This design comes from an exercise in tuning for small area, a short achievable clock period and few clock cycles on the open sky130 flow, not from production work. The RTL was checked by simulation tests, not by an equivalence proof against the original design.

**flow/config.mk**
```make
export PLATFORM = sky130hd
export DESIGN_NAME = CONV
export DESIGN_NICKNAME = CONV
export VERILOG_FILES = /design/flow/design.v
export SDC_FILE = /design/flow/constraint.sdc
export NUM_CORES = 4
export LEC_CHECK = 0
export CAP_MARGIN = 20
export CORE_MARGIN = 2
export CORE_UTILIZATION = 40
export SLEW_MARGIN = 20
```
**flow/constraint.sdc**
```tcl
create_clock -name core_clock -period 11.0 [get_ports {clk}]
set_input_delay 2.2000 -clock core_clock [delete_from_list [all_inputs] [get_ports {clk}]]
set_output_delay 2.2000 -clock core_clock [all_outputs]
set_load 0.01 [all_outputs]
```
**flow/design.v**
```verilog
`timescale 1ns/10ps
module  CONV(clk,		reset,	busy,	ready,	 iaddr,	idata,	cwr, caddr_wr, cdata_wr, crd, caddr_rd ,cdata_rd ,csel);
input		clk;
input		reset;
output  reg	busy;	
input		ready;	
output  reg [11:0] iaddr;
input  signed [19:0] idata;   
output  reg             cwr;
output  reg [11:0] caddr_wr;
output  reg [19:0] cdata_wr;  
output  reg 	        crd;
output  reg [11:0] caddr_rd;
input	    [19:0] cdata_rd;  
output  reg [2:0]      csel;
parameter k0 = 20'h0A89E,
          k1 = 20'h01004,
          k2 = 20'hFA6D7,
          k3 = 20'h092D5,
          k4 = 20'hF8F71,
          k5 = 20'hFC834,
          k6 = 20'h06D43,
          k7 = 20'hF6E54,
          k8 = 20'hFAC19,
          bias = 20'h01310;
reg signed[19:0] temp ;
reg signed[39:0]sum;
wire signed[39:0]mul ;
assign mul = temp * idata;
reg [4:0] state;
reg [5:0]x,y;
wire [11:0] position ;
assign position = {y,x};
always@(posedge clk)begin
     if(reset)begin
          x <= 0;
          y <= 0;
          sum <= 0;
          state <= 0;
          busy <= 0;
          iaddr <= 0;
          cwr <= 0;
          caddr_wr <= 0;
          cdata_wr <= 0;
          crd <= 0;
          csel <= 0;
     end
     else begin
          case(state)
               0:begin
                    busy <= 1;
                 end
               1:begin
	               sum[35:16] <= bias;	
                    iaddr <= position - 65;
                    temp <= k0;
                 end
               2:begin
                    iaddr <= iaddr + 64;
                    temp <= k1;
                    if(x != 0 && y != 0)
                         sum <= sum + mul ;
                 end
               3:begin
                    iaddr <= iaddr + 64;
                    temp <= k2;
                    if(x != 0 )
                         sum <= sum + mul ;
                 end  
               4:begin
                    iaddr <= iaddr -127;
                    temp <= k3;
                    if(x != 0 && y != 63)
                         sum <= sum + mul;
                 end 
               5:begin
                    iaddr <= iaddr + 64;
                    temp  <= k4;
                    if(y != 0 )
                         sum <= sum + mul;
                 end 
               6:begin
                    iaddr <= iaddr + 64;
                    temp <=  k5;
                    sum <= sum + mul;
                 end   
               7:begin
                    iaddr <= iaddr -127;
                    temp <=  k6;
                    if(y != 63 )
                         sum <= sum + mul;
                 end   
               8:begin
                    iaddr <= iaddr + 64;
                    temp <= k7;
                    if(x != 63 && y != 0 )
                         sum <= sum + mul;
                 end   
               9:begin
                    iaddr <= iaddr + 64;
                    temp <= k8;
                    if(x != 63 )
                         sum <= sum + mul;
                 end     
               10:begin
                    if(x != 63 && y != 63 )
                         sum <= sum + mul;
                 end   
              11:begin    
                    cwr <= 1;
                    caddr_wr <= position;
                    csel <= 1;
                    cdata_wr <= 0;
                    if( sum >= 0)begin
                         if(sum[15] == 1)  
                              cdata_wr <= sum[35:16] +1;
                         else
                              cdata_wr <= sum[35:16] ;
                    end                           
                    end 
             12:begin
                    cwr <= 0;
                    sum <= 0;
                    x <= x+1;
                    if(x==63)
                         y <= y+1;
                    end  
             13 : begin
                    csel <= 1;
                    crd <= 1;
                    caddr_rd <= position;
                    end
            14 : begin
                    caddr_rd <= caddr_rd + 64;
                    cdata_wr <= cdata_rd;
                    end
            15 : begin
                    caddr_rd <= caddr_rd - 63;
                    if(cdata_rd > cdata_wr)
                         cdata_wr <= cdata_rd;
                    end
           16 : begin
                    caddr_rd <= caddr_rd + 64;
                    if(cdata_rd > cdata_wr)
                         cdata_wr <= cdata_rd;
                    end
            17 : begin
                    crd <= 0;
                    if(cdata_rd > cdata_wr)
                         cdata_wr <= cdata_rd;
                    end   
            18 : begin  
                    csel <= 3;
                    cwr <= 1;
                    caddr_wr <= { y[5:1], x[5:1]};
                  end
            19: begin                             
                    cwr <= 0;
                    x <= x + 2;
                    if(x == 62)begin
                         if(y == 62)
                              busy <= 0;
                         else     
                              y <= y + 2;
                    end
                end
     endcase
          state <= state + 1 ; 
          case(state)
               12 : if(position != 4095) state <= 1; 
               19 : state <= 13;    
	     endcase
          end     
     end
endmodule
```
**flow/run.sh**
```bash
#!/bin/bash
# synth_recipe.tcl (not shown) runs the flow's synth.tcl, then flattens the netlist and writes it again
# the make line also repeats each setting of config.mk as NAME=value (left out here)
make -C /OpenROAD-flow-scripts/flow DESIGN_CONFIG=/design/flow/config.mk WORK_HOME=/design/flow/orfs CLKGATE_MAP_FILE= SYNTH_SCRIPT=/design/flow/synth_recipe.tcl finish
```
==> impl_metrics.json <==
{
  "ys_seq_area_share_pct": 12.7,
  "status": "finished clean",
  "via_count": 17900,
  "tightest_slew_ns": 1.22,
  "antenna_found_initial": 0,
  "hold-worst-slack_ns": 0.454,
  "rows": 88,
  "min_path_cells": 2,
  "drtIter0Drc": 1027,
  "start_kind": "primary input",
  "slew_violations": 0,
  "first_global_vias": 19000,
  "dominantRegCellSynth": "dfxtp_1",
  "finalWirelength_um": 57800,
  "maxCapViolations": 0,
  "track_usage_pct": 19.8,
  "postSynthCellCount": 2692,
  "arrival_ns": 9.89,
  "fin_setup_tns_ns": 0,
  "synth-async-reset-ratio_pct": 0,
  "hold_viol": 0,
  "grt_max_degree": 58,
  "hold_path.class": "reg -> reg",
  "yosys-top-cells-area": "fa_1 (37%), inv_1 (10%), ha_1 (9.3%)",
  "numPortBuffers": 102,
  "grt_pass1_wl_um": 97000,
  "crit_type": "in -> reg",
  "start_util_pct": 40.6,
  "cts-root-buf": "clkbuf_16",
  "dr.pass1.iters": 5,
  "fp.dieW_um": 246,
  "antenna_cells": 0,
  "io-pin-count": 105,
  "period_share_pct": 87.2,
  "yosys_warnings": 1,
  "fmax_ghz": 0.104,
  "die_area_mm2": 0.0607,
  "clock_skew_ns": 0.0105,
  "slew_headroom_pct": 18.6,
  "yosysMostFrequentCell": "inv_1",
  "cts.path.max_buffers": 2,
  "min_period_ns": 9.59,
  "synth_top_area_share_pct": 37.0,
  "antenna_left": 0,
  "ctsHoldBuffers": 0,
  "rsz0062_at_grt": "false",
  "nNetsFinal": 3357,
  "cts_tree": "done",
  "wl_per_cell_um": 16.6,
  "synth-edff-count": 29,
  "ys_ff_latch": 135,
  "die-height_um": 246,
  "syn_nets": 3344,
  "dp_hpwl_um": 46800,
  "area_growth_pct": 9.49,
  "drc": 0,
  "synth_top_area_cell": "fa_1",
  "ff2ff_path_depth": 21,
  "fill_cells": 5713,
  "seqCellArea_mm2": 0.00299,
  "syn_avg_cell_area_um2": 8.74,
  "routed_via_density": 5.14,
  "setup_viol": 0,
  "multiInputGateArea_mm2": 0.0176,
  "ys_types": 83,
  "cts_buffers": 17,
  "utilization_pct": 44.5,
  "cts_sinks": 135,
  "crit_fanout": 17,
  "cp-end-kind": "flop",
  "crit_required_ns": 11.30,
  "path_clk_slew_ns": 0.06,
  "layout-drive-gt1-share_pct": 2.61,
  "clk_latency_ns": 0.42,
  "coreArea_mm2": 0.0579,
  "synth_area_mm2": 0.0235,
  "routabilityCongestion": 0.919,
  "synthTopCellsByCount": "inv_1 (633), fa_1 (435), nand2_1 (264)",
  "grt-ovfl-total": 0,
  "cts_resized": 0,
  "post-cts-setup-buffer-count": 0,
  "htreeDepth": 4
}
-- flip-flops by register name, summed over array words and instances (netlist names), 5 cells and up --
register  flops
caddr_wr     12
state         5
iaddr        12
y             6
sum          40
caddr_rd     12
x             6
temp         17
cdata_wr     20
-- worst max-delay path: stages --
cell	delay, ns
clkdlybuf4s50_1	1.01
nand2_1	0.29
fa_1	0.71
inv_1	0.18
fa_1	0.84
inv_1	0.15
fa_1	0.50
inv_1	0.05
fa_1	0.55
fa_1	0.42
fa_1	0.51
inv_1	0.05
fa_1	0.48
inv_1	0.05
ha_1	0.39
nand3_1	0.15
nor4_1	0.52
a211oi_1	0.23
a211oi_1	0.33
xnor2_1	0.16
o21ai_0	0.09
-- logic make-up after synthesis --
group	count (synthesis)	synth area share, %
multiplexers	4	0.170
AND/OR/NAND/NOR	733	15.1
XOR/XNOR	99	3.69
buffers and inverters	758	12.4
adder cells (fa/ha/maj)	609	46.3
flip-flops	135	12.7
AO/OA/AOI/OAI	353	9.65
other	1	0.0159
-- metrics by stage --
stage | std cells | instance area [um^2] | setup slack [ns]
finish | 3482 | 25700 | 1.41
global placement | 3449 | 25100 | 0.946
floorplan | 2692 | 23500 | 2.27
global route | 3482 | 25700 | 1.01
CTS | 3480 | 25700 | 1.26
detailed placement | 3449 | 25100 | 0.844
-- layout by cell type (no fill, tap or decap), types with 11 or more instances in the layout --
cell and instances:
nor2_1 135, o21ai_0 94, dfxtp_1 106, nand2b_1 11, nand2_1 264, inv_1 633
nand4_1 19, a22oi_1 27, xor2_1 30, nor2b_1 11, a21o_1 18, a221oi_1 19
fa_1 434, buf_4 13, edfxtp_1 29, o21ai_1 11, ha_1 174, xnor2_1 69
a211oi_1 14, clkdlybuf4s50_1 101, a21oi_1 88, nand3_1 39, nor3_1 34, clkbuf_16 18
and2_1 174
-- final cells by class --
class                      count  share of cell area (%)
timing repair buffer         116                    4.42
inverter                     636                    9.27
multi-input combinational   1799                    68.4
tap                          765                    3.72
sequential                   135                    11.6
clock buffer                  20                    1.78
clock inverter                11                   0.763
-- layer usage --
layer  GRT usage, %  wire length [um]
met1           26.8             25400
met5              0                 0
met2           34.5             29100
met4           4.20               864
met3           1.93              2430
-- worst paths after layout --
kind	from	end	slack, ns
max	idata[5]	sum[36]	1.41
min	caddr_wr[8]	caddr_wr[8]	0.45
max reg2reg	temp[18]	sum[39]	3.23
min reg2reg	caddr_wr[8]	caddr_wr[8]	0.45
Testbench counts, summed over its fixed seeds: cycles 901,136.

## separate check: timing with driven ports
How much do the figures lean on ideal ports? The routed layout below was timed once more, with nothing changed but the port constraints. Step 1, drivers: a clkbuf_16 drives clk and a buf_2 each remaining input, both assumed. Step 2 moves the port delays by t, midway between the first and last clock arrival at a register: inputs arrive t later, outputs are due t later. That takes back most of the time a late clock gives input paths. a / b / c = ideal ports / drivers / drivers and shift; a / b = the first two.
t (ns): 0.459
slack for setup (ns): 1.410 / 1.425 / 0.967
clock arrival spread, ns: 0.011 / 0.011
worst data-port slew with drivers (ns): 0.07
cell pins on the clock port's net: 1
After both steps this run still meets setup and hold. The setup slack of this run moves by +0.015 ns with the drivers and by -0.443 ns with both steps.
